What follows belongs to an exercise in optimizing a design on an open flow for small area and a short achievable clock period; a production flow would make more cautious choices.
RTL that was checked went through simulation tests only; none was proved equivalent to the original.
No functional check of the RTL was part of run 1.

==> flow/design.v, too long to show whole: its modules and the start of the top module <==
// module DOUBLY_PIPELINE: 1192 lines
// module scale607: 197 lines
// module angtab_a: 16 lines
// module angtab_b: 16 lines
// module fa: 6 lines
// module ha: 6 lines
// module mj: 5 lines
// module xn2: 5 lines
// module or2: 5 lines
// module add16: 120 lines
// module sub16: 123 lines
// module kg: 1 lines
// module kp: 1 lines
// module kgn: 1 lines
// module kpn: 1 lines
// module kor: 1 lines
// module kao: 1 lines
// module kan: 1 lines
// module kx: 1 lines
// module kxn: 1 lines
// module kinv: 1 lines
module DOUBLY_PIPELINE(clk,xi,yi,r,ang,xf,yf);
  // ...
==> flow/flow/run.sh <==
#!/bin/bash
# The standard layout, with two changes: the ports are buffered with buf_4
# instead of the default delay-cell buffer, and after placement the flip-flops
# that drive an output port or many loads get a stronger drive (same cell type).
set -euo pipefail
export BUFFER_PORTS_ARGS="-buffer_cell sky130_fd_sc_hd__buf_4"
bash standard.sh synth floorplan place > standard_place.log 2>&1
openroad -no_init -exit flow/upsize.tcl > upsize.log 2>&1
bash standard.sh > standard.log 2>&1
==> flow/flow/upsize.tcl <==
# Give a stronger drive to flip-flops that drive an output port buffer or a
# high-fanout net, then legalize the placement again.
set res $::env(FLOW_OUT)/../orfs/results/$::env(FLOW_PLATFORM)/DOUBLY_PIPELINE/base
read_db $res/3_place.odb
read_liberty $::env(FLOW_HOME)/platforms/$::env(FLOW_PLATFORM)/lib/sky130_fd_sc_hd__tt_025C_1v80.lib
set n 0
foreach inst [get_cells *] {
  set master [get_property $inst ref_name]
  if {$master ne "sky130_fd_sc_hd__dfxtp_1"} { continue }
  set q [get_pins -of_objects $inst -filter "direction == output"]
  set net [get_nets -of_objects $q]
  set loads [get_pins -of_objects $net -filter "direction == input"]
  set nl [llength $loads]
  set to_port 0
  foreach l $loads {
    set lc [get_cells -of_objects $l]
    set onet [get_nets -of_objects [get_pins -of_objects $lc -filter "direction == output"]]
    if {[llength [get_ports -quiet -of_objects $onet]] > 0} { set to_port 1 }
  }
  if {$to_port || $nl >= 8} {
    set new [expr {$nl >= 12 ? "sky130_fd_sc_hd__dfxtp_4" : "sky130_fd_sc_hd__dfxtp_2"}]
    if {$to_port} { set new "sky130_fd_sc_hd__dfxtp_2" }
    replace_cell $inst $new
    incr n
  }
}
puts "upsized $n flip-flops"

detailed_placement
check_placement -verbose
write_db $res/3_place.odb
==> flow/standard.sh <==
#!/bin/bash
# synth_recipe.tcl (not shown) runs the flow's synth.tcl, then flattens the netlist and writes it again
# the make line also repeats each setting of config.mk as NAME=value (left out here)
make -C /OpenROAD-flow-scripts/flow DESIGN_CONFIG=/design/flow/config.mk WORK_HOME=/design/flow/orfs CLKGATE_MAP_FILE= SYNTH_SCRIPT=/design/flow/synth_recipe.tcl "${@:-finish}"
==> flow/config.mk <==
export PLATFORM = sky130hd
export DESIGN_NAME = DOUBLY_PIPELINE
export DESIGN_NICKNAME = DOUBLY_PIPELINE
export VERILOG_FILES = /design/flow/design.v
export SDC_FILE = /design/flow/constraint.sdc
export NUM_CORES = 4
export LEC_CHECK = 0
export CAP_MARGIN = 20
export CORE_MARGIN = 2
export CORE_UTILIZATION = 55
export CTS_BUF_LIST = sky130_fd_sc_hd__clkbuf_16
export CTS_CLUSTER_DIAMETER = 120
export CTS_CLUSTER_SIZE = 30
export SLEW_MARGIN = 20
export SYNTH_HIERARCHICAL = 1
export SYNTH_MINIMUM_KEEP_SIZE = 0
==> flow/constraint.sdc <==
create_clock -name core_clock -period 25.0 [get_ports {clk}]
set_input_delay 5.0000 -clock core_clock [delete_from_list [all_inputs] [get_ports {clk}]]
set_output_delay 5.0000 -clock core_clock [all_outputs]
set_load 0.01 [all_outputs]
==> flow_summary_export.csv, run 1 <==
group,metric,value,unit
cells_and_area,final_cell_count_no_fill,3496,
clock_tree,post_cts_resized,0,
synthesis,synthAdderAreaFrac,43.5,%
clock_tree,clk_path_buf_depth,3,
placed_design,dp_cells,3462,
route,first_pass_iters,6,
worst_setup_path,cp_slowest_stage_delay,0.39,ns
clock_tree,path_clk_slew,0.11,ns
floorplan,die_area,65600,um2
cells_and_area,utilization,58.7,%
worst_setup_path,cp-start-kind,"register",
cells_and_area,nClkBuffers,23,
timing,fin_crit,6.13,ns
cells_and_area,buf_share,2.07,%
timing,max_freq,0.163,GHz
synthesis,yosysMostFrequentCell,"fa_1",
grt,grt_pass1_wl,104000,um
cells_and_area,antenna_cells,0,
cells_and_area,fin_area,37000,um2
synthesis,synth.largest_area_cell,"fa_1",
clock_tree,cts_setup_buffers,0,
worst_hold_path,hold_end,"d8[4]",
timing,fin_setup_tns,0,ns
worst_setup_path,cp_cell_sequence,"buf_4",
floorplan,die_w,256,um
status,status,"no timing/DRC/antenna violations",
worst_setup_path,crit_end,"ang[7]",
synthesis,yosys.area_share.simple,4.72,%
synthesis,synthCells,2600,
cells_and_area,seq_share,30.3,%
==> module sub16, before the edit <==
module sub16(a, b, s, sn15);
input [15:0] a, b;
output [15:0] s;
output sn15;
wire [15:0] g0, p0;
wire nb0; kinv u_n0 (.a(b[0]), .y(nb0)); kg u_g0 (.a(a[0]), .b(nb0), .y(g0[0])); kpn u_p0 (.a(a[0]), .b(b[0]), .y(p0[0]));
wire nb1; kinv u_n1 (.a(b[1]), .y(nb1)); kg u_g1 (.a(a[1]), .b(nb1), .y(g0[1])); kpn u_p1 (.a(a[1]), .b(b[1]), .y(p0[1]));
wire nb2; kinv u_n2 (.a(b[2]), .y(nb2)); kg u_g2 (.a(a[2]), .b(nb2), .y(g0[2])); kpn u_p2 (.a(a[2]), .b(b[2]), .y(p0[2]));
wire nb3; kinv u_n3 (.a(b[3]), .y(nb3)); kg u_g3 (.a(a[3]), .b(nb3), .y(g0[3])); kpn u_p3 (.a(a[3]), .b(b[3]), .y(p0[3]));
wire nb4; kinv u_n4 (.a(b[4]), .y(nb4)); kg u_g4 (.a(a[4]), .b(nb4), .y(g0[4])); kpn u_p4 (.a(a[4]), .b(b[4]), .y(p0[4]));
wire nb5; kinv u_n5 (.a(b[5]), .y(nb5)); kg u_g5 (.a(a[5]), .b(nb5), .y(g0[5])); kpn u_p5 (.a(a[5]), .b(b[5]), .y(p0[5]));
wire nb6; kinv u_n6 (.a(b[6]), .y(nb6)); kg u_g6 (.a(a[6]), .b(nb6), .y(g0[6])); kpn u_p6 (.a(a[6]), .b(b[6]), .y(p0[6]));
wire nb7; kinv u_n7 (.a(b[7]), .y(nb7)); kg u_g7 (.a(a[7]), .b(nb7), .y(g0[7])); kpn u_p7 (.a(a[7]), .b(b[7]), .y(p0[7]));
wire nb8; kinv u_n8 (.a(b[8]), .y(nb8)); kg u_g8 (.a(a[8]), .b(nb8), .y(g0[8])); kpn u_p8 (.a(a[8]), .b(b[8]), .y(p0[8]));
wire nb9; kinv u_n9 (.a(b[9]), .y(nb9)); kg u_g9 (.a(a[9]), .b(nb9), .y(g0[9])); kpn u_p9 (.a(a[9]), .b(b[9]), .y(p0[9]));
wire nb10; kinv u_n10 (.a(b[10]), .y(nb10)); kg u_g10 (.a(a[10]), .b(nb10), .y(g0[10])); kpn u_p10 (.a(a[10]), .b(b[10]), .y(p0[10]));
wire nb11; kinv u_n11 (.a(b[11]), .y(nb11)); kg u_g11 (.a(a[11]), .b(nb11), .y(g0[11])); kpn u_p11 (.a(a[11]), .b(b[11]), .y(p0[11]));
wire nb12; kinv u_n12 (.a(b[12]), .y(nb12)); kg u_g12 (.a(a[12]), .b(nb12), .y(g0[12])); kpn u_p12 (.a(a[12]), .b(b[12]), .y(p0[12]));
wire nb13; kinv u_n13 (.a(b[13]), .y(nb13)); kg u_g13 (.a(a[13]), .b(nb13), .y(g0[13])); kpn u_p13 (.a(a[13]), .b(b[13]), .y(p0[13]));
wire nb14; kinv u_n14 (.a(b[14]), .y(nb14)); kg u_g14 (.a(a[14]), .b(nb14), .y(g0[14])); kpn u_p14 (.a(a[14]), .b(b[14]), .y(p0[14]));
wire nb15; kinv u_n15 (.a(b[15]), .y(nb15)); kg u_g15 (.a(a[15]), .b(nb15), .y(g0[15])); kpn u_p15 (.a(a[15]), .b(b[15]), .y(p0[15]));
wire c0g; kor u_c0 (.a(g0[0]), .b(p0[0]), .y(c0g));
wire G1_1; kao u_G1_1 (.g1(g0[1]), .p1(p0[1]), .g0(c0g), .y(G1_1));
wire G1_2; kao u_G1_2 (.g1(g0[2]), .p1(p0[2]), .g0(g0[1]), .y(G1_2));
wire P1_2; kan u_P1_2 (.a(p0[2]), .b(p0[1]), .y(P1_2));
wire G1_3; kao u_G1_3 (.g1(g0[3]), .p1(p0[3]), .g0(g0[2]), .y(G1_3));
wire P1_3; kan u_P1_3 (.a(p0[3]), .b(p0[2]), .y(P1_3));
wire G1_4; kao u_G1_4 (.g1(g0[4]), .p1(p0[4]), .g0(g0[3]), .y(G1_4));
wire P1_4; kan u_P1_4 (.a(p0[4]), .b(p0[3]), .y(P1_4));
wire G1_5; kao u_G1_5 (.g1(g0[5]), .p1(p0[5]), .g0(g0[4]), .y(G1_5));
wire P1_5; kan u_P1_5 (.a(p0[5]), .b(p0[4]), .y(P1_5));
wire G1_6; kao u_G1_6 (.g1(g0[6]), .p1(p0[6]), .g0(g0[5]), .y(G1_6));
wire P1_6; kan u_P1_6 (.a(p0[6]), .b(p0[5]), .y(P1_6));
wire G1_7; kao u_G1_7 (.g1(g0[7]), .p1(p0[7]), .g0(g0[6]), .y(G1_7));
wire P1_7; kan u_P1_7 (.a(p0[7]), .b(p0[6]), .y(P1_7));
wire G1_8; kao u_G1_8 (.g1(g0[8]), .p1(p0[8]), .g0(g0[7]), .y(G1_8));
wire P1_8; kan u_P1_8 (.a(p0[8]), .b(p0[7]), .y(P1_8));
wire G1_9; kao u_G1_9 (.g1(g0[9]), .p1(p0[9]), .g0(g0[8]), .y(G1_9));
wire P1_9; kan u_P1_9 (.a(p0[9]), .b(p0[8]), .y(P1_9));
wire G1_10; kao u_G1_10 (.g1(g0[10]), .p1(p0[10]), .g0(g0[9]), .y(G1_10));
wire P1_10; kan u_P1_10 (.a(p0[10]), .b(p0[9]), .y(P1_10));
wire G1_11; kao u_G1_11 (.g1(g0[11]), .p1(p0[11]), .g0(g0[10]), .y(G1_11));
wire P1_11; kan u_P1_11 (.a(p0[11]), .b(p0[10]), .y(P1_11));
wire G1_12; kao u_G1_12 (.g1(g0[12]), .p1(p0[12]), .g0(g0[11]), .y(G1_12));
wire P1_12; kan u_P1_12 (.a(p0[12]), .b(p0[11]), .y(P1_12));
wire G1_13; kao u_G1_13 (.g1(g0[13]), .p1(p0[13]), .g0(g0[12]), .y(G1_13));
wire P1_13; kan u_P1_13 (.a(p0[13]), .b(p0[12]), .y(P1_13));
wire G1_14; kao u_G1_14 (.g1(g0[14]), .p1(p0[14]), .g0(g0[13]), .y(G1_14));
wire P1_14; kan u_P1_14 (.a(p0[14]), .b(p0[13]), .y(P1_14));
wire G1_15; kao u_G1_15 (.g1(g0[15]), .p1(p0[15]), .g0(g0[14]), .y(G1_15));
wire P1_15; kan u_P1_15 (.a(p0[15]), .b(p0[14]), .y(P1_15));
wire G2_2; kao u_G2_2 (.g1(G1_2), .p1(P1_2), .g0(c0g), .y(G2_2));
wire G2_3; kao u_G2_3 (.g1(G1_3), .p1(P1_3), .g0(G1_1), .y(G2_3));
wire G2_4; kao u_G2_4 (.g1(G1_4), .p1(P1_4), .g0(G1_2), .y(G2_4));
wire P2_4; kan u_P2_4 (.a(P1_4), .b(P1_2), .y(P2_4));
wire G2_5; kao u_G2_5 (.g1(G1_5), .p1(P1_5), .g0(G1_3), .y(G2_5));
wire P2_5; kan u_P2_5 (.a(P1_5), .b(P1_3), .y(P2_5));
wire G2_6; kao u_G2_6 (.g1(G1_6), .p1(P1_6), .g0(G1_4), .y(G2_6));
wire P2_6; kan u_P2_6 (.a(P1_6), .b(P1_4), .y(P2_6));
wire G2_7; kao u_G2_7 (.g1(G1_7), .p1(P1_7), .g0(G1_5), .y(G2_7));
wire P2_7; kan u_P2_7 (.a(P1_7), .b(P1_5), .y(P2_7));
wire G2_8; kao u_G2_8 (.g1(G1_8), .p1(P1_8), .g0(G1_6), .y(G2_8));
wire P2_8; kan u_P2_8 (.a(P1_8), .b(P1_6), .y(P2_8));
wire G2_9; kao u_G2_9 (.g1(G1_9), .p1(P1_9), .g0(G1_7), .y(G2_9));
wire P2_9; kan u_P2_9 (.a(P1_9), .b(P1_7), .y(P2_9));
wire G2_10; kao u_G2_10 (.g1(G1_10), .p1(P1_10), .g0(G1_8), .y(G2_10));
wire P2_10; kan u_P2_10 (.a(P1_10), .b(P1_8), .y(P2_10));
wire G2_11; kao u_G2_11 (.g1(G1_11), .p1(P1_11), .g0(G1_9), .y(G2_11));
wire P2_11; kan u_P2_11 (.a(P1_11), .b(P1_9), .y(P2_11));
wire G2_12; kao u_G2_12 (.g1(G1_12), .p1(P1_12), .g0(G1_10), .y(G2_12));
wire P2_12; kan u_P2_12 (.a(P1_12), .b(P1_10), .y(P2_12));
wire G2_13; kao u_G2_13 (.g1(G1_13), .p1(P1_13), .g0(G1_11), .y(G2_13));
wire P2_13; kan u_P2_13 (.a(P1_13), .b(P1_11), .y(P2_13));
wire G2_14; kao u_G2_14 (.g1(G1_14), .p1(P1_14), .g0(G1_12), .y(G2_14));
wire P2_14; kan u_P2_14 (.a(P1_14), .b(P1_12), .y(P2_14));
wire G2_15; kao u_G2_15 (.g1(G1_15), .p1(P1_15), .g0(G1_13), .y(G2_15));
wire P2_15; kan u_P2_15 (.a(P1_15), .b(P1_13), .y(P2_15));
wire G4_4; kao u_G4_4 (.g1(G2_4), .p1(P2_4), .g0(c0g), .y(G4_4));
wire G4_5; kao u_G4_5 (.g1(G2_5), .p1(P2_5), .g0(G1_1), .y(G4_5));
wire G4_6; kao u_G4_6 (.g1(G2_6), .p1(P2_6), .g0(G2_2), .y(G4_6));
wire G4_7; kao u_G4_7 (.g1(G2_7), .p1(P2_7), .g0(G2_3), .y(G4_7));
wire G4_8; kao u_G4_8 (.g1(G2_8), .p1(P2_8), .g0(G2_4), .y(G4_8));
wire P4_8; kan u_P4_8 (.a(P2_8), .b(P2_4), .y(P4_8));
wire G4_9; kao u_G4_9 (.g1(G2_9), .p1(P2_9), .g0(G2_5), .y(G4_9));
wire P4_9; kan u_P4_9 (.a(P2_9), .b(P2_5), .y(P4_9));
wire G4_10; kao u_G4_10 (.g1(G2_10), .p1(P2_10), .g0(G2_6), .y(G4_10));
wire P4_10; kan u_P4_10 (.a(P2_10), .b(P2_6), .y(P4_10));
wire G4_11; kao u_G4_11 (.g1(G2_11), .p1(P2_11), .g0(G2_7), .y(G4_11));
wire P4_11; kan u_P4_11 (.a(P2_11), .b(P2_7), .y(P4_11));
wire G4_12; kao u_G4_12 (.g1(G2_12), .p1(P2_12), .g0(G2_8), .y(G4_12));
wire P4_12; kan u_P4_12 (.a(P2_12), .b(P2_8), .y(P4_12));
wire G4_13; kao u_G4_13 (.g1(G2_13), .p1(P2_13), .g0(G2_9), .y(G4_13));
wire P4_13; kan u_P4_13 (.a(P2_13), .b(P2_9), .y(P4_13));
wire G4_14; kao u_G4_14 (.g1(G2_14), .p1(P2_14), .g0(G2_10), .y(G4_14));
wire P4_14; kan u_P4_14 (.a(P2_14), .b(P2_10), .y(P4_14));
wire G4_15; kao u_G4_15 (.g1(G2_15), .p1(P2_15), .g0(G2_11), .y(G4_15));
wire P4_15; kan u_P4_15 (.a(P2_15), .b(P2_11), .y(P4_15));
wire G8_8; kao u_G8_8 (.g1(G4_8), .p1(P4_8), .g0(c0g), .y(G8_8));
wire G8_9; kao u_G8_9 (.g1(G4_9), .p1(P4_9), .g0(G1_1), .y(G8_9));
wire G8_10; kao u_G8_10 (.g1(G4_10), .p1(P4_10), .g0(G2_2), .y(G8_10));
wire G8_11; kao u_G8_11 (.g1(G4_11), .p1(P4_11), .g0(G2_3), .y(G8_11));
wire G8_12; kao u_G8_12 (.g1(G4_12), .p1(P4_12), .g0(G4_4), .y(G8_12));
wire G8_13; kao u_G8_13 (.g1(G4_13), .p1(P4_13), .g0(G4_5), .y(G8_13));
wire G8_14; kao u_G8_14 (.g1(G4_14), .p1(P4_14), .g0(G4_6), .y(G8_14));
wire G8_15; kao u_G8_15 (.g1(G4_15), .p1(P4_15), .g0(G4_7), .y(G8_15));
assign s[0] = ~p0[0];
kx u_s1 (.a(p0[1]), .b(c0g), .y(s[1]));
kx u_s2 (.a(p0[2]), .b(G1_1), .y(s[2]));
kx u_s3 (.a(p0[3]), .b(G2_2), .y(s[3]));
kx u_s4 (.a(p0[4]), .b(G2_3), .y(s[4]));
kx u_s5 (.a(p0[5]), .b(G4_4), .y(s[5]));
kx u_s6 (.a(p0[6]), .b(G4_5), .y(s[6]));
kx u_s7 (.a(p0[7]), .b(G4_6), .y(s[7]));
kx u_s8 (.a(p0[8]), .b(G4_7), .y(s[8]));
kx u_s9 (.a(p0[9]), .b(G8_8), .y(s[9]));
kx u_s10 (.a(p0[10]), .b(G8_9), .y(s[10]));
kx u_s11 (.a(p0[11]), .b(G8_10), .y(s[11]));
kx u_s12 (.a(p0[12]), .b(G8_11), .y(s[12]));
kx u_s13 (.a(p0[13]), .b(G8_12), .y(s[13]));
kx u_s14 (.a(p0[14]), .b(G8_13), .y(s[14]));
kx u_s15 (.a(p0[15]), .b(G8_14), .y(s[15]));
kxn u_sn15 (.a(p0[15]), .b(G8_14), .y(sn15));
endmodule
==> inputs of run 2 (changes only) <==
--- a/flow/design.v
+++ b/flow/design.v
@@ -8,20 +8,19 @@
 reg [15:7] b7;
 reg [15:0] x2,x3,x4,x5,x6,x7,x8;
 reg [15:0] y2,y3,y4,y5,y6,y7,y8;
 reg [1:1] d2; reg [2:1] d3; reg [3:1] d4; reg [4:1] d5; reg [5:1] d6; reg [6:1] d7; reg [6:1] d8;
 reg nb1, nb2, nb3, nb4, nb5, nb6;
 reg ne1;
 wire [15:0] s1a, s1b;
 add16 u_s1a (.a(xi), .b(yi), .s(s1a));
-wire s1bn15;
-sub16 u_s1b (.a(yi), .b(xi), .s(s1b), .sn15(s1bn15));
+sub16 u_s1b (.a(yi), .b(xi), .s(s1b));
 always @(posedge clk) begin a1 <= s1a; b1 <= s1b; end
-always @(posedge clk) nb1 <= s1bn15;
+always @(posedge clk) nb1 <= ~s1b[15];
 wire t_x1 = b1[1] ^ b1[15];
 wire t_x2 = b1[2] ^ b1[15];
 wire t_x3 = b1[3] ^ b1[15];
 wire t_x4 = b1[4] ^ b1[15];
 wire t_x5 = b1[5] ^ b1[15];
 wire t_x6 = b1[6] ^ b1[15];
 wire t_x7 = b1[7] ^ b1[15];
 wire t_x8 = b1[8] ^ b1[15];
@@ -1561,37 +1560,36 @@
 kx u_s9 (.a(p0[9]), .b(G8_8), .y(s[9]));
 kx u_s10 (.a(p0[10]), .b(G8_9), .y(s[10]));
 kx u_s11 (.a(p0[11]), .b(G8_10), .y(s[11]));
 kx u_s12 (.a(p0[12]), .b(G8_11), .y(s[12]));
 kx u_s13 (.a(p0[13]), .b(G8_12), .y(s[13]));
 kx u_s14 (.a(p0[14]), .b(G8_13), .y(s[14]));
 kx u_s15 (.a(p0[15]), .b(G8_14), .y(s[15]));
 endmodule
-module sub16(a, b, s, sn15);
+module sub16(a, b, s);
 input [15:0] a, b;
 output [15:0] s;
-output sn15;
 wire [15:0] g0, p0;
-wire nb0; kinv u_n0 (.a(b[0]), .y(nb0)); kg u_g0 (.a(a[0]), .b(nb0), .y(g0[0])); kpn u_p0 (.a(a[0]), .b(b[0]), .y(p0[0]));
-wire nb1; kinv u_n1 (.a(b[1]), .y(nb1)); kg u_g1 (.a(a[1]), .b(nb1), .y(g0[1])); kpn u_p1 (.a(a[1]), .b(b[1]), .y(p0[1]));
-wire nb2; kinv u_n2 (.a(b[2]), .y(nb2)); kg u_g2 (.a(a[2]), .b(nb2), .y(g0[2])); kpn u_p2 (.a(a[2]), .b(b[2]), .y(p0[2]));
-wire nb3; kinv u_n3 (.a(b[3]), .y(nb3)); kg u_g3 (.a(a[3]), .b(nb3), .y(g0[3])); kpn u_p3 (.a(a[3]), .b(b[3]), .y(p0[3]));
-wire nb4; kinv u_n4 (.a(b[4]), .y(nb4)); kg u_g4 (.a(a[4]), .b(nb4), .y(g0[4])); kpn u_p4 (.a(a[4]), .b(b[4]), .y(p0[4]));
-wire nb5; kinv u_n5 (.a(b[5]), .y(nb5)); kg u_g5 (.a(a[5]), .b(nb5), .y(g0[5])); kpn u_p5 (.a(a[5]), .b(b[5]), .y(p0[5]));
-wire nb6; kinv u_n6 (.a(b[6]), .y(nb6)); kg u_g6 (.a(a[6]), .b(nb6), .y(g0[6])); kpn u_p6 (.a(a[6]), .b(b[6]), .y(p0[6]));
-wire nb7; kinv u_n7 (.a(b[7]), .y(nb7)); kg u_g7 (.a(a[7]), .b(nb7), .y(g0[7])); kpn u_p7 (.a(a[7]), .b(b[7]), .y(p0[7]));
-wire nb8; kinv u_n8 (.a(b[8]), .y(nb8)); kg u_g8 (.a(a[8]), .b(nb8), .y(g0[8])); kpn u_p8 (.a(a[8]), .b(b[8]), .y(p0[8]));
-wire nb9; kinv u_n9 (.a(b[9]), .y(nb9)); kg u_g9 (.a(a[9]), .b(nb9), .y(g0[9])); kpn u_p9 (.a(a[9]), .b(b[9]), .y(p0[9]));
-wire nb10; kinv u_n10 (.a(b[10]), .y(nb10)); kg u_g10 (.a(a[10]), .b(nb10), .y(g0[10])); kpn u_p10 (.a(a[10]), .b(b[10]), .y(p0[10]));
-wire nb11; kinv u_n11 (.a(b[11]), .y(nb11)); kg u_g11 (.a(a[11]), .b(nb11), .y(g0[11])); kpn u_p11 (.a(a[11]), .b(b[11]), .y(p0[11]));
-wire nb12; kinv u_n12 (.a(b[12]), .y(nb12)); kg u_g12 (.a(a[12]), .b(nb12), .y(g0[12])); kpn u_p12 (.a(a[12]), .b(b[12]), .y(p0[12]));
-wire nb13; kinv u_n13 (.a(b[13]), .y(nb13)); kg u_g13 (.a(a[13]), .b(nb13), .y(g0[13])); kpn u_p13 (.a(a[13]), .b(b[13]), .y(p0[13]));
-wire nb14; kinv u_n14 (.a(b[14]), .y(nb14)); kg u_g14 (.a(a[14]), .b(nb14), .y(g0[14])); kpn u_p14 (.a(a[14]), .b(b[14]), .y(p0[14]));
-wire nb15; kinv u_n15 (.a(b[15]), .y(nb15)); kg u_g15 (.a(a[15]), .b(nb15), .y(g0[15])); kpn u_p15 (.a(a[15]), .b(b[15]), .y(p0[15]));
+kgn u_g0 (.a(a[0]), .b(b[0]), .y(g0[0])); kpn u_p0 (.a(a[0]), .b(b[0]), .y(p0[0]));
+kgn u_g1 (.a(a[1]), .b(b[1]), .y(g0[1])); kpn u_p1 (.a(a[1]), .b(b[1]), .y(p0[1]));
+kgn u_g2 (.a(a[2]), .b(b[2]), .y(g0[2])); kpn u_p2 (.a(a[2]), .b(b[2]), .y(p0[2]));
+kgn u_g3 (.a(a[3]), .b(b[3]), .y(g0[3])); kpn u_p3 (.a(a[3]), .b(b[3]), .y(p0[3]));
+kgn u_g4 (.a(a[4]), .b(b[4]), .y(g0[4])); kpn u_p4 (.a(a[4]), .b(b[4]), .y(p0[4]));
+kgn u_g5 (.a(a[5]), .b(b[5]), .y(g0[5])); kpn u_p5 (.a(a[5]), .b(b[5]), .y(p0[5]));
+kgn u_g6 (.a(a[6]), .b(b[6]), .y(g0[6])); kpn u_p6 (.a(a[6]), .b(b[6]), .y(p0[6]));
+kgn u_g7 (.a(a[7]), .b(b[7]), .y(g0[7])); kpn u_p7 (.a(a[7]), .b(b[7]), .y(p0[7]));
+kgn u_g8 (.a(a[8]), .b(b[8]), .y(g0[8])); kpn u_p8 (.a(a[8]), .b(b[8]), .y(p0[8]));
+kgn u_g9 (.a(a[9]), .b(b[9]), .y(g0[9])); kpn u_p9 (.a(a[9]), .b(b[9]), .y(p0[9]));
+kgn u_g10 (.a(a[10]), .b(b[10]), .y(g0[10])); kpn u_p10 (.a(a[10]), .b(b[10]), .y(p0[10]));
+kgn u_g11 (.a(a[11]), .b(b[11]), .y(g0[11])); kpn u_p11 (.a(a[11]), .b(b[11]), .y(p0[11]));
+kgn u_g12 (.a(a[12]), .b(b[12]), .y(g0[12])); kpn u_p12 (.a(a[12]), .b(b[12]), .y(p0[12]));
+kgn u_g13 (.a(a[13]), .b(b[13]), .y(g0[13])); kpn u_p13 (.a(a[13]), .b(b[13]), .y(p0[13]));
+kgn u_g14 (.a(a[14]), .b(b[14]), .y(g0[14])); kpn u_p14 (.a(a[14]), .b(b[14]), .y(p0[14]));
+kgn u_g15 (.a(a[15]), .b(b[15]), .y(g0[15])); kpn u_p15 (.a(a[15]), .b(b[15]), .y(p0[15]));
 wire c0g; kor u_c0 (.a(g0[0]), .b(p0[0]), .y(c0g));
 wire G1_1; kao u_G1_1 (.g1(g0[1]), .p1(p0[1]), .g0(c0g), .y(G1_1));
 wire G1_2; kao u_G1_2 (.g1(g0[2]), .p1(p0[2]), .g0(g0[1]), .y(G1_2));
 wire P1_2; kan u_P1_2 (.a(p0[2]), .b(p0[1]), .y(P1_2));
 wire G1_3; kao u_G1_3 (.g1(g0[3]), .p1(p0[3]), .g0(g0[2]), .y(G1_3));
 wire P1_3; kan u_P1_3 (.a(p0[3]), .b(p0[2]), .y(P1_3));
 wire G1_4; kao u_G1_4 (.g1(g0[4]), .p1(p0[4]), .g0(g0[3]), .y(G1_4));
 wire P1_4; kan u_P1_4 (.a(p0[4]), .b(p0[3]), .y(P1_4));
@@ -1682,20 +1680,17 @@
 kx u_s8 (.a(p0[8]), .b(G4_7), .y(s[8]));
 kx u_s9 (.a(p0[9]), .b(G8_8), .y(s[9]));
 kx u_s10 (.a(p0[10]), .b(G8_9), .y(s[10]));
 kx u_s11 (.a(p0[11]), .b(G8_10), .y(s[11]));
 kx u_s12 (.a(p0[12]), .b(G8_11), .y(s[12]));
 kx u_s13 (.a(p0[13]), .b(G8_12), .y(s[13]));
 kx u_s14 (.a(p0[14]), .b(G8_13), .y(s[14]));
 kx u_s15 (.a(p0[15]), .b(G8_14), .y(s[15]));
-kxn u_sn15 (.a(p0[15]), .b(G8_14), .y(sn15));
 endmodule
 module kg(a, b, y); input a, b; output y; assign y = a & b; endmodule
 module kp(a, b, y); input a, b; output y; assign y = a ^ b; endmodule
 module kgn(a, b, y); input a, b; output y; assign y = a & ~b; endmodule
 module kpn(a, b, y); input a, b; output y; assign y = ~(a ^ b); endmodule
 module kor(a, b, y); input a, b; output y; assign y = a | b; endmodule
 module kao(g1, p1, g0, y); input g1, p1, g0; output y; assign y = g1 | (p1 & g0); endmodule
 module kan(a, b, y); input a, b; output y; assign y = a & b; endmodule
 module kx(a, b, y); input a, b; output y; assign y = a ^ b; endmodule
-module kxn(a, b, y); input a, b; output y; assign y = ~(a ^ b); endmodule
-module kinv(a, y); input a; output y; assign y = ~a; endmodule
--- a/flow/flow/upsize.tcl
+++ b/flow/flow/upsize.tcl
@@ -14,17 +14,17 @@
   set to_port 0
   foreach l $loads {
     set lc [get_cells -of_objects $l]
     set onet [get_nets -of_objects [get_pins -of_objects $lc -filter "direction == output"]]
     if {[llength [get_ports -quiet -of_objects $onet]] > 0} { set to_port 1 }
   }
   if {$to_port || $nl >= 8} {
     set new [expr {$nl >= 12 ? "sky130_fd_sc_hd__dfxtp_4" : "sky130_fd_sc_hd__dfxtp_2"}]
-    if {$to_port} { set new "sky130_fd_sc_hd__dfxtp_2" }
+    if {$to_port} { set new "sky130_fd_sc_hd__dfxtp_4" }
     replace_cell $inst $new
     incr n
   }
 }
 puts "upsized $n flip-flops"
 
 detailed_placement
 check_placement -verbose
==> flow_summary_export.csv, run 2 <==
group,metric,value,unit
synthesis,synth_top_cell_area_share,37.1,%
floorplan,io_pins,97,
timing,setup_violations,0,
timing,fin_crit,6.10,ns
placed_design,hpwl,55300,um
clock_tree,cts_setup_buffers,0,
cells_and_area,fillers,5117,
worst_setup_path,regToRegStartpoint,"d8[6]",
floorplan,die_area,65700,um2
cells_and_area,antenna_cells,0,
worst_setup_path,cp_cell_sequence,"buf_4",
clock_tree,cts_made_buffers,23,
floorplan,start_util,55.5,%
synthesis,synth-main-ff-cell,"dfxtp_1",
clock_tree,cts_root_buf,"clkbuf_16",
worst_setup_path,cp.arrival,1.10,ns
route,drt_iter0_drc,495,
timing,finalHoldViolCount,0,
cells_and_area,areaGrowthSynthToFinish,6.20,%
worst_setup_path,slowest_stage,"dfxtp_4",
floorplan,core_area,63100,um2
worst_setup_path,worst-path-buf-inv,1,
clock_tree,cts_sinks,554,
clock_tree,cts_tree,"built",
worst_setup_path,worstSetupPathType,"register to primary output",
floorplan,die_w,256,um
synthesis,netlist_top_cells_count,"fa_1, dfxtp_1, xor2_1",
worst_setup_path,startpoint,"ang[8]",
synthesis,synth.largest_area_cell,"fa_1",
cells_and_area,seqCellArea,11400,um2
worst_setup_path,path_max_fanout,1,
cells_and_area,final_common_cell,"fa_1",
cells_and_area,final_cell_count_no_fill,3484,
worst_setup_path,cp_slowest_stage_delay,0.37,ns
status,status,"no timing/DRC/antenna violations",
grt,globalRouteTotalUtil,20.4,%
timing,period_share,24.4,%
worst_setup_path,cp_top_family,"flip-flops",
timing,rsz0062_at_grt,"no",
route,first_pass_iters,4,
grt,overflow,0,
clock_tree,cts_max_level,1,
timing,slew_violations,0,
synthesis,ys_seq_elements,554,
synthesis,synthCells,2585,
synthesis,yosysMostFrequentCell,"fa_1",
route,vias_per_cell,4.93,
placed_design,gp_congestion,0.927,
clock_tree,clk_path_buf_depth,3,
placed_design,port_buffers,95,
floorplan,rows,92,
timing,fin_setup_tns,0,ns
placed_design,dp_cells,3450,
route,wl,63600,um
grt,grt_pass1_vias,19900,
synthesis,synth-edff-count,0,
route,ant_nets,0,
synthesis,synth.avg_cell_area,13.6,um2
grt,grt_pass1_wl,105000,um
cells_and_area,nets,3473,
placed_design,place_ws,18.36,ns
floorplan,die_y,256,um
grt,antenna_found_initial,0,
synthesis,synthesis.nets,3429,
cells_and_area,post_route_cells_drive_above_1_share,9.78,%
cells_and_area,final_cell_mix,"fa_1, dfxtp_1, xor2_1",
clock_tree,path_clk_slew,0.11,ns
route,wl_per_cell,18.2,um
clock_tree,post_cts_resized,0,
worst_setup_path,required,20.00,ns
timing,finClkSkew,0.0284,ns
clock_tree,postCtsHoldBufs,0,
worst_setup_path,end_kind,"primary output",
synthesis,ys_async_sr_fraction,0,%
synthesis,ys_top_cells_by_area,"fa_1, dfxtp_1, xor2_1",
clock_tree,worstSkewPairLatency,0.59,ns
synthesis,synth_cell_type_count,37,
flow_run,maxCapViolations,0,
timing,slew_headroom,38.1,%
worst_setup_path,cp-start-kind,"register",
cells_and_area,fin_area,37200,um2
route,drc,0,
worst_setup_path,r2r_slack,19.05,ns
timing,worst_pin_slew,0.925,ns
synthesis,seq_area_frac_synth,31.7,%
worst_hold_path,hold_start,"d7[3]",
worst_hold_path,holdCritPathClass,"register to register",
timing,max_freq,0.164,GHz
placed_design,place_area,36300,um2
grt,grt_max_degree,32,
synthesis,yosysWarningCount,9,
synthesis,netlist_area,35000,um2
route,vias,17200,
timing,layout_setup_ws,18.90,ns
cells_and_area,multi_input_area,22800,um2
## run 2: path summary, 6_finish.rpt
kind,end,cells past startpoint
max,ang[8],1
min,d8[3],0
max reg2reg,x7[13],15
min reg2reg,d8[3],0
## run 2: cells by family (layout without fill, tap and decap cells)
family,after synthesis,after routing,share of synthesized area [%]
buffers and inverters,235,288,3.33
flip-flops,554,554,31.7
XOR/XNOR,542,542,13.8
adder cells (fa/ha/maj),827,827,43.4
multiplexers,2,2,0.0714
AND/OR/NAND/NOR,293,293,5.04
other,1,1,0.0107
AO/OA/AOI/OAI,131,131,2.73
## run 2: through the flow
| stage | util, % | hold WS [ns] |
|---|---|---|
| 6_report | 59.0 | 0.333 |
| 5_1_grt | 59.0 | 0.338 |
| 4_1_cts | 59.0 | 0.332 |
| 3_5_place_dp | 57.5 | 0.312 |
| 3_3_place_gp | 57.5 | 0.310 |
| 2_1_floorplan | - | 0.310 |
## run 2: cell type report
cell class	count	share of cell area, %
clock buffer	23	1.55
inverter	149	1.50
clock inverter	11	0.239
sequential	554	30.5
multi-input combinational	1796	61.2
tap	846	2.85
timing repair buffer	105	2.12
## run 2: Yosys stat by module, one instance, submodules excluded, a selection
module | flops+latches | cell area (um2) | times used | cells inside
angtab_b | 0 | 165 | 1 | 21
fa | 0 | 20.0 | 650 | 1
kgn | 0 | 13.8 | 15 | 1
mj | 0 | 11.3 | 16 | 1
kpn | 0 | 8.76 | 16 | 1
kx | 0 | 8.76 | 30 | 1
add16 | 0 | 7.51 | 1 | 1
kor | 0 | 6.26 | 1 | 1
kan | 0 | 6.26 | 62 | 1
kg | 0 | 6.26 | 15 | 1
or2 | 0 | 6.26 | 48 | 1
sub16 | 0 | 3.75 | 1 | 1
## run 2: layer usage
metal	wire length, um	GRT usage, %
met1	25100	23.9
met2	36000	40.2
met3	1600	2.07
met4	972	3.67
met5	0	0
==> inputs of run 3 (changes only) <==
--- a/flow/config.mk
+++ b/flow/config.mk
@@ -8,5 +8,5 @@
 export CAP_MARGIN = 20
 export CORE_MARGIN = 2
-export CORE_UTILIZATION = 55
+export CORE_UTILIZATION = 65
 export CTS_BUF_LIST = sky130_fd_sc_hd__clkbuf_16
 export CTS_CLUSTER_DIAMETER = 120
==> flow_summary_export.csv, run 3 <==
group,metric,value,unit
route,ant_nets,0,
cells_and_area,post_route_cells_drive_above_1_share,9.66,%
cells_and_area,final_cell_mix,"fa_1, dfxtp_1, xor2_1",
clock_tree,post_cts_resized,0,
worst_setup_path,r2r_cells,15,
worst_setup_path,r2r_slack,19.11,ns
worst_setup_path,cp_top_family,"XOR/XNOR gates",
route,drt_iter0_drc,589,
worst_setup_path,path_common_cell,"and2_1",
cells_and_area,areaGrowthSynthToFinish,5.56,%
synthesis,synth-main-ff-cell,"dfxtp_1",
synthesis,synth.largest_area_cell,"fa_1",
worst_hold_path,holdPathStages,0,
worst_setup_path,regToRegStartpoint,"d8[6]",
clock_tree,cts_sinks,554,
synthesis,yosysMostFrequentCell,"fa_1",
worst_setup_path,required,25.46,ns
worst_setup_path,worstSetupPathType,"input port to register",
floorplan,die_w,236,um
worst_setup_path,cp-start-kind,"input port",
timing,fin_crit,6.10,ns
worst_setup_path,r2r_end,"x7[13]",
grt,grt_max_degree,32,
floorplan,core_area,53600,um2
timing,layout_setup_ws,18.90,ns
timing,fin_setup_tns,0,ns
clock_tree,worstSkewPairLatency,0.58,ns
clock_tree,path_clk_slew,0.11,ns
timing,worst_pin_slew,0.982,ns
grt,grt_pass1_wl,103000,um
clock_tree,cts_setup_buffers,0,
clock_tree,cts_root_buf,"clkbuf_16",
worst_setup_path,worst-path-buf-inv,2,
worst_setup_path,cp_slowest_stage_delay,0.52,ns
route,wl,61700,um
route,first_pass_iters,4,
route,vias_per_cell,5.19,
floorplan,die_area,55800,um2
clock_tree,cts_tree,"built",
route,wl_per_cell,18.5,um
synthesis,synth-edff-count,0,
floorplan,start_util,65.4,%
placed_design,place_ws,18.29,ns
flow_run,maxCapViolations,0,
grt,overflow,0,
synthesis,synth_cell_type_count,37,
worst_hold_path,hold_start,"d7[3]",
grt,antenna_found_initial,0,
clock_tree,cts_max_level,1,
worst_setup_path,cp.arrival,6.56,ns
worst_setup_path,end_kind,"register",
timing,max_freq,0.164,GHz
clock_tree,postCtsHoldBufs,0,
floorplan,rows,85,
synthesis,ys_top_cells_by_area,"fa_1, dfxtp_1, xor2_1",
synthesis,netlist_top_cells_count,"fa_1, dfxtp_1, xor2_1",
cells_and_area,final_cell_count_no_fill,3335,
synthesis,synthesis.nets,3429,
worst_setup_path,cp_cell_sequence,"buf_4 -> xnor2_1 -> and2_1 -> and2_1 -> and2_1 -> a21o_1 -> xor2_1 -> inv_1",
worst_hold_path,hold_end,"d8[3]",
timing,finalHoldViolCount,0,
timing,finClkSkew,0.0231,ns
clock_tree,cts_made_buffers,22,
synthesis,ys_async_sr_fraction,0,%
synthesis,synth.avg_cell_area,13.6,um2
placed_design,gp_congestion,0.936,
worst_setup_path,slowest_stage,"xnor2_1",
placed_design,dp_cells,3300,
cells_and_area,fin_area,37000,um2
worst_hold_path,holdCritPathClass,"register to register",
synthesis,seq_area_frac_synth,31.7,%
placed_design,hpwl,53700,um
synthesis,synthCells,2585,
timing,slew_violations,0,
status,status,"no timing/DRC/antenna violations",
synthesis,netlist_area,35000,um2
timing,period_share,24.4,%
timing,setup_violations,0,
timing,rsz0062_at_grt,"no",
grt,globalRouteTotalUtil,23.5,%
route,vias,17300,
floorplan,io_pins,97,
placed_design,port_buffers,95,
cells_and_area,antenna_cells,0,
synthesis,yosysWarningCount,9,
timing,slew_headroom,34.3,%
placed_design,place_area,36100,um2
synthesis,ys_seq_elements,554,
cells_and_area,nets,3472,
synthesis,synth_top_cell_area_share,37.1,%
floorplan,die_y,236,um
worst_setup_path,path_max_fanout,4,
clock_tree,clk_path_buf_depth,3,
grt,grt_pass1_vias,20100,
route,drc,0,
cells_and_area,final_common_cell,"fa_1",
## run 3: cell counts after synthesis
No cell type changed its count.
## run 3: Yosys stat by module, one instance, submodules excluded, excerpt
module	area, um2	flip-flops and latches	cells	times used
DOUBLY_PIPELINE	15800	554	1162	1
angtab_a	239	0	29	1
xn2	8.76	0	1	48
kx	8.76	0	1	30
kpn	8.76	0	1	16
kao	7.51	0	1	90
kan	6.26	0	1	62
kg	6.26	0	1	15
or2	6.26	0	1	48
sub16	3.75	0	1	1
## run 3: worst max-delay path by stage
stage,to,slack (ns),cells after the start,startpoint
finish,nb1,18.90,8,xi[10]
global route,nb1,18.78,8,xi[10]
CTS,ang[13],18.87,1,ang[13]
detailed placement,nb1,18.29,8,xi[10]
global placement,nb1,18.25,8,xi[10]
floorplan,nb1,18.76,7,yi[0]
## run 3: cells by family after synthesis
logic type | count (synthesis) | share of synthesized area [%]
buffers and inverters | 235 | 3.33
other | 1 | 0.0107
adder cells (fa/ha/maj) | 827 | 43.4
XOR/XNOR | 542 | 13.8
flip-flops | 554 | 31.7
AO/OA/AOI/OAI | 131 | 2.73
AND/OR/NAND/NOR | 293 | 5.04
multiplexers | 2 | 0.0714
## run 3: metal layers
layer | vias to the layer above | part of all wire, % | global-route usage [%]
met5 | - | 0 | 0
met4 | 0 | 4.5 | 9.51
met3 | 107 | 3.5 | 2.77
met2 | 309 | 53 | 43.6
met1 | 8814 | 39 | 27.9
li1 | 8077 | - | -
## run 3: worst reg2reg max path, cell delays in order (launching register included)
cell	delay (ns)
dfxtp_1	0.31
buf_4	0.24
fa_1	0.43
fa_1	0.39
fa_1	0.39
fa_1	0.42
fa_1	0.40
fa_1	0.40
fa_1	0.39
fa_1	0.39
fa_1	0.40
fa_1	0.39
fa_1	0.40
fa_1	0.44
ha_1	0.23
xor2_1	0.15
## run 3: through the flow
step	utilization, %	hold WS [ns]
after detailed placement	67.3	0.312
after CTS	69.0	0.334
after global routing	69.0	0.342
after floorplan	-	0.310
after global placement	67.3	0.310
final	69.0	0.334
## run 3: area by class of cell
type | instances | area, um2
Multi-Input combinational cell | 1796 | 22800
Fill cell | 3817 | 16600
Sequential cell | 554 | 11400
Tap cell | 696 | 871
Timing Repair Buffer | 105 | 788
Clock buffer | 23 | 576
Inverter | 149 | 559
Clock inverter | 12 | 55.1
==> inputs of run 4 (changes only) <==
--- a/flow/flow/upsize.tcl
+++ b/flow/flow/upsize.tcl
@@ -20,5 +20,5 @@
   if {$to_port || $nl >= 8} {
     set new [expr {$nl >= 12 ? "sky130_fd_sc_hd__dfxtp_4" : "sky130_fd_sc_hd__dfxtp_2"}]
-    if {$to_port} { set new "sky130_fd_sc_hd__dfxtp_4" }
+    if {$to_port} { set new "sky130_fd_sc_hd__dfxtp_2" }
     replace_cell $inst $new
     incr n
--- a/flow/config.mk
+++ b/flow/config.mk
@@ -8,5 +8,5 @@
 export CAP_MARGIN = 20
 export CORE_MARGIN = 2
-export CORE_UTILIZATION = 65
+export CORE_UTILIZATION = 55
 export CTS_BUF_LIST = sky130_fd_sc_hd__clkbuf_16
 export CTS_CLUSTER_DIAMETER = 120
==> flow_summary_export.csv, run 4 <==
group,metric,value,unit
status,status,"no timing/DRC/antenna violations",
synthesis,ys_seq_elements,554,
grt,antenna_found_initial,0,
route,wl_per_cell,18.2,um
cells_and_area,final_cell_mix,"fa_1, dfxtp_1, xor2_1",
worst_setup_path,worstSetupPathType,"register to primary output",
placed_design,gp_congestion,0.927,
clock_tree,cts_sinks,554,
worst_setup_path,end_kind,"primary output",
timing,hold_ws,0.333,ns
floorplan,die_w,256,um
route,vias_per_cell,4.94,
timing,slew_violations,0,
worst_setup_path,cp_cell_sequence,"buf_4",
floorplan,die_y,256,um
worst_setup_path,worst-path-buf-inv,1,
floorplan,rows,92,
synthesis,ys_top_cells_by_area,"fa_1, dfxtp_1, xor2_1",
synthesis,synth-edff-count,0,
worst_setup_path,cp-start-kind,"register",
floorplan,io_pins,97,
grt,overflow,0,
placed_design,hpwl,55300,um
grt,gr-usage-met1,23.7,%
cells_and_area,final_common_cell,"fa_1",
timing,slew_headroom,38.5,%
synthesis,synthCells,2585,
clock_tree,cts_max_level,1,
worst_setup_path,cp.arrival,1.10,ns
synthesis,yosysMostFrequentCell,"fa_1",
timing,period_share,24.4,%
synthesis,synthesis.nets,3429,
cells_and_area,fillers,5132,
route,drc,0,
synthesis,synth.largest_area_cell,"fa_1",
grt,gr-usage-met2,40.2,%
grt,grt_max_degree,32,
timing,finalHoldViolCount,0,
synthesis,synth_cell_type_count,37,
grt,grt_pass1_vias,19900,
cells_and_area,antenna_cells,0,
cells_and_area,areaGrowthSynthToFinish,5.72,%
worst_setup_path,path_max_fanout,1,
synthesis,yosysWarningCount,9,
timing,fin_setup_tns,0,ns
synthesis,synth_top_cell_area_share,37.1,%
synthesis,synth.avg_cell_area,13.6,um2
route,ant_nets,0,
placed_design,port_buffers,95,
synthesis,netlist_area,35000,um2
timing,setup_violations,0,
floorplan,core_area,63100,um2
cells_and_area,utilization,58.7,%
grt,top_usage_layer,"met2",
timing,worst_pin_slew,0.919,ns
timing,rsz0062_at_grt,"no",
clock_tree,cts_root_buf,"clkbuf_16",
cells_and_area,nets,3473,
clock_tree,cts_setup_buffers,0,
worst_hold_path,holdCritPathClass,"register to register",
timing,fin_crit,6.10,ns
worst_setup_path,cp_top_family,"flip-flops",
floorplan,die_area,65700,um2
grt,globalRouteTotalUtil,20.3,%
route,wl,63400,um
flow_run,maxCapViolations,0,
timing,finClkSkew,0.0302,ns
clock_tree,postCtsHoldBufs,0,
grt,grt_pass1_wl,105000,um
worst_setup_path,cp_slowest_stage_delay,0.38,ns
clock_tree,post_cts_resized,0,
synthesis,ys_async_sr_fraction,0,%
clock_tree,clk_path_buf_depth,3,
clock_tree,worstSkewPairLatency,0.59,ns
placed_design,place_area,36300,um2
floorplan,start_util,55.5,%
route,drt_iter0_drc,453,
worst_setup_path,slowest_stage,"dfxtp_2",
synthesis,synth-main-ff-cell,"dfxtp_1",
grt,grt_util_met3,2.00,%
route,first_pass_iters,5,
worst_setup_path,required,20.00,ns
timing,max_freq,0.164,GHz
clock_tree,cts_made_buffers,23,
clock_tree,cts_tree,"built",
cells_and_area,post_route_cells_drive_above_1_share,9.79,%
clock_tree,path_clk_slew,0.11,ns
route,vias,17200,
synthesis,netlist_top_cells_count,"fa_1, dfxtp_1, xor2_1",
synthesis,seq_area_frac_synth,31.7,%
cells_and_area,fin_area,37000,um2
## run 4: cell types whose count changed in the layout (fill, tap and decap cells not counted), moves of 2 or more
cell      before  now
clkinv_2       2    0
clkinv_8       0    3
dfxtp_2        8   71
dfxtp_4       68    5
inv_1        158  151
## run 4: logic make-up (layout without fill, tap and decap cells)
family,after synthesis,after routing,share of synthesized area (%)
AND/OR/NAND/NOR,293,293,5.04
buffers and inverters,235,285,3.33
adder cells (fa/ha/maj),827,827,43.4
multiplexers,2,2,0.0714
other,1,1,0.0107
flip-flops,554,554,31.7
XOR/XNOR,542,542,13.8
AO/OA/AOI/OAI,131,131,2.73
## run 4: metal layers
metal	vias to the layer above	part of all wire, %	wire, um
met5	-	0	0
met2	171	57	35900
li1	8079	-	-
met1	8879	40	25100
met4	0	1.6	1000
met3	62	2.3	1440
## run 4: modules after synthesis (local to each module, per instance), a selection
| module | copies in the design | area [um2] | cells | flip-flops and latches |
|---|---|---|---|---|
| kao | 90 | 7.51 | 1 | 0 |
| kor | 1 | 6.26 | 1 | 0 |
| xn2 | 48 | 8.76 | 1 | 0 |
| sub16 | 1 | 3.75 | 1 | 0 |
| kx | 30 | 8.76 | 1 | 0 |
| add16 | 1 | 7.51 | 1 | 0 |
| kpn | 16 | 8.76 | 1 | 0 |
| mj | 16 | 11.3 | 1 | 0 |
| fa | 650 | 20.0 | 1 | 0 |
| ha | 112 | 12.5 | 1 | 0 |
| kan | 62 | 6.26 | 1 | 0 |
| angtab_b | 1 | 165 | 21 | 0 |
| kgn | 15 | 13.8 | 1 | 0 |
| scale607 | 3 | 533 | 84 | 0 |
| or2 | 48 | 6.26 | 1 | 0 |
| kp | 16 | 8.76 | 1 | 0 |
## run 4: final timing paths
check | start | endpoint | slack [ns] | cells after the start
min | d7[3] | d8[3] | 0.33 | 0
min reg2reg | d7[3] | d8[3] | 0.33 | 0
max | ang[6] | ang[6] | 18.90 | 1
max reg2reg | d8[6] | x7[13] | 19.05 | 15
## run 4: metrics by stage
| step | worst slack (ns) | std cells |
|---|---|---|
| after floorplan | 18.76 | 2585 |
| after global placement | 18.36 | 3450 |
| after detailed placement | 18.36 | 3450 |
| after CTS | 18.87 | 3481 |
| after global routing | 18.84 | 3481 |
| final | 18.90 | 3481 |
## run 4: layout make-up
| class | instances | area, um2 | share of cell area (%) |
|---|---|---|---|
| clock buffer | 23 | 576 | 1.55 |
| clock inverter | 8 | 78.8 | 0.213 |
| inverter | 149 | 559 | 1.51 |
| multi-input combinational | 1796 | 22800 | 61.5 |
| sequential | 554 | 11200 | 30.2 |
| tap | 846 | 1060 | 2.86 |
| timing repair buffer | 105 | 788 | 2.13 |

==> re-timing with driven ports <==
Ports are ideal in the flow. The routed layouts listed here were re-timed in OpenROAD. Step 1 assumes that a clkbuf_16 drives the clock port and a buf_2 every other input. Step 2 times the ports against the registers' clock, not the clock port: input delays grow and output delays shrink by t, the midpoint of the rising clock arrivals with the driver on. Slacks: ideal / step 1 / step 2; pairs: ideal / step 1.
run | t, ns | setup slack, ns | worst register clock-pin slew, ns
run 1 | 0.654 | 18.871 / 18.807 / 18.433 | 0.12 / 0.12
run 2 | 0.645 | 18.898 / 18.831 / 18.387 | 0.11 / 0.11
run 3 | 0.628 | 18.903 / 18.844 / 18.314 | 0.12 / 0.12
run 4 | 0.645 | 18.901 / 18.834 / 18.379 | 0.11 / 0.11
After both steps every run listed still meets setup and hold. The setup slack of run 3, which loses most, moves by -0.059 ns with the drivers and by -0.589 ns with both steps.
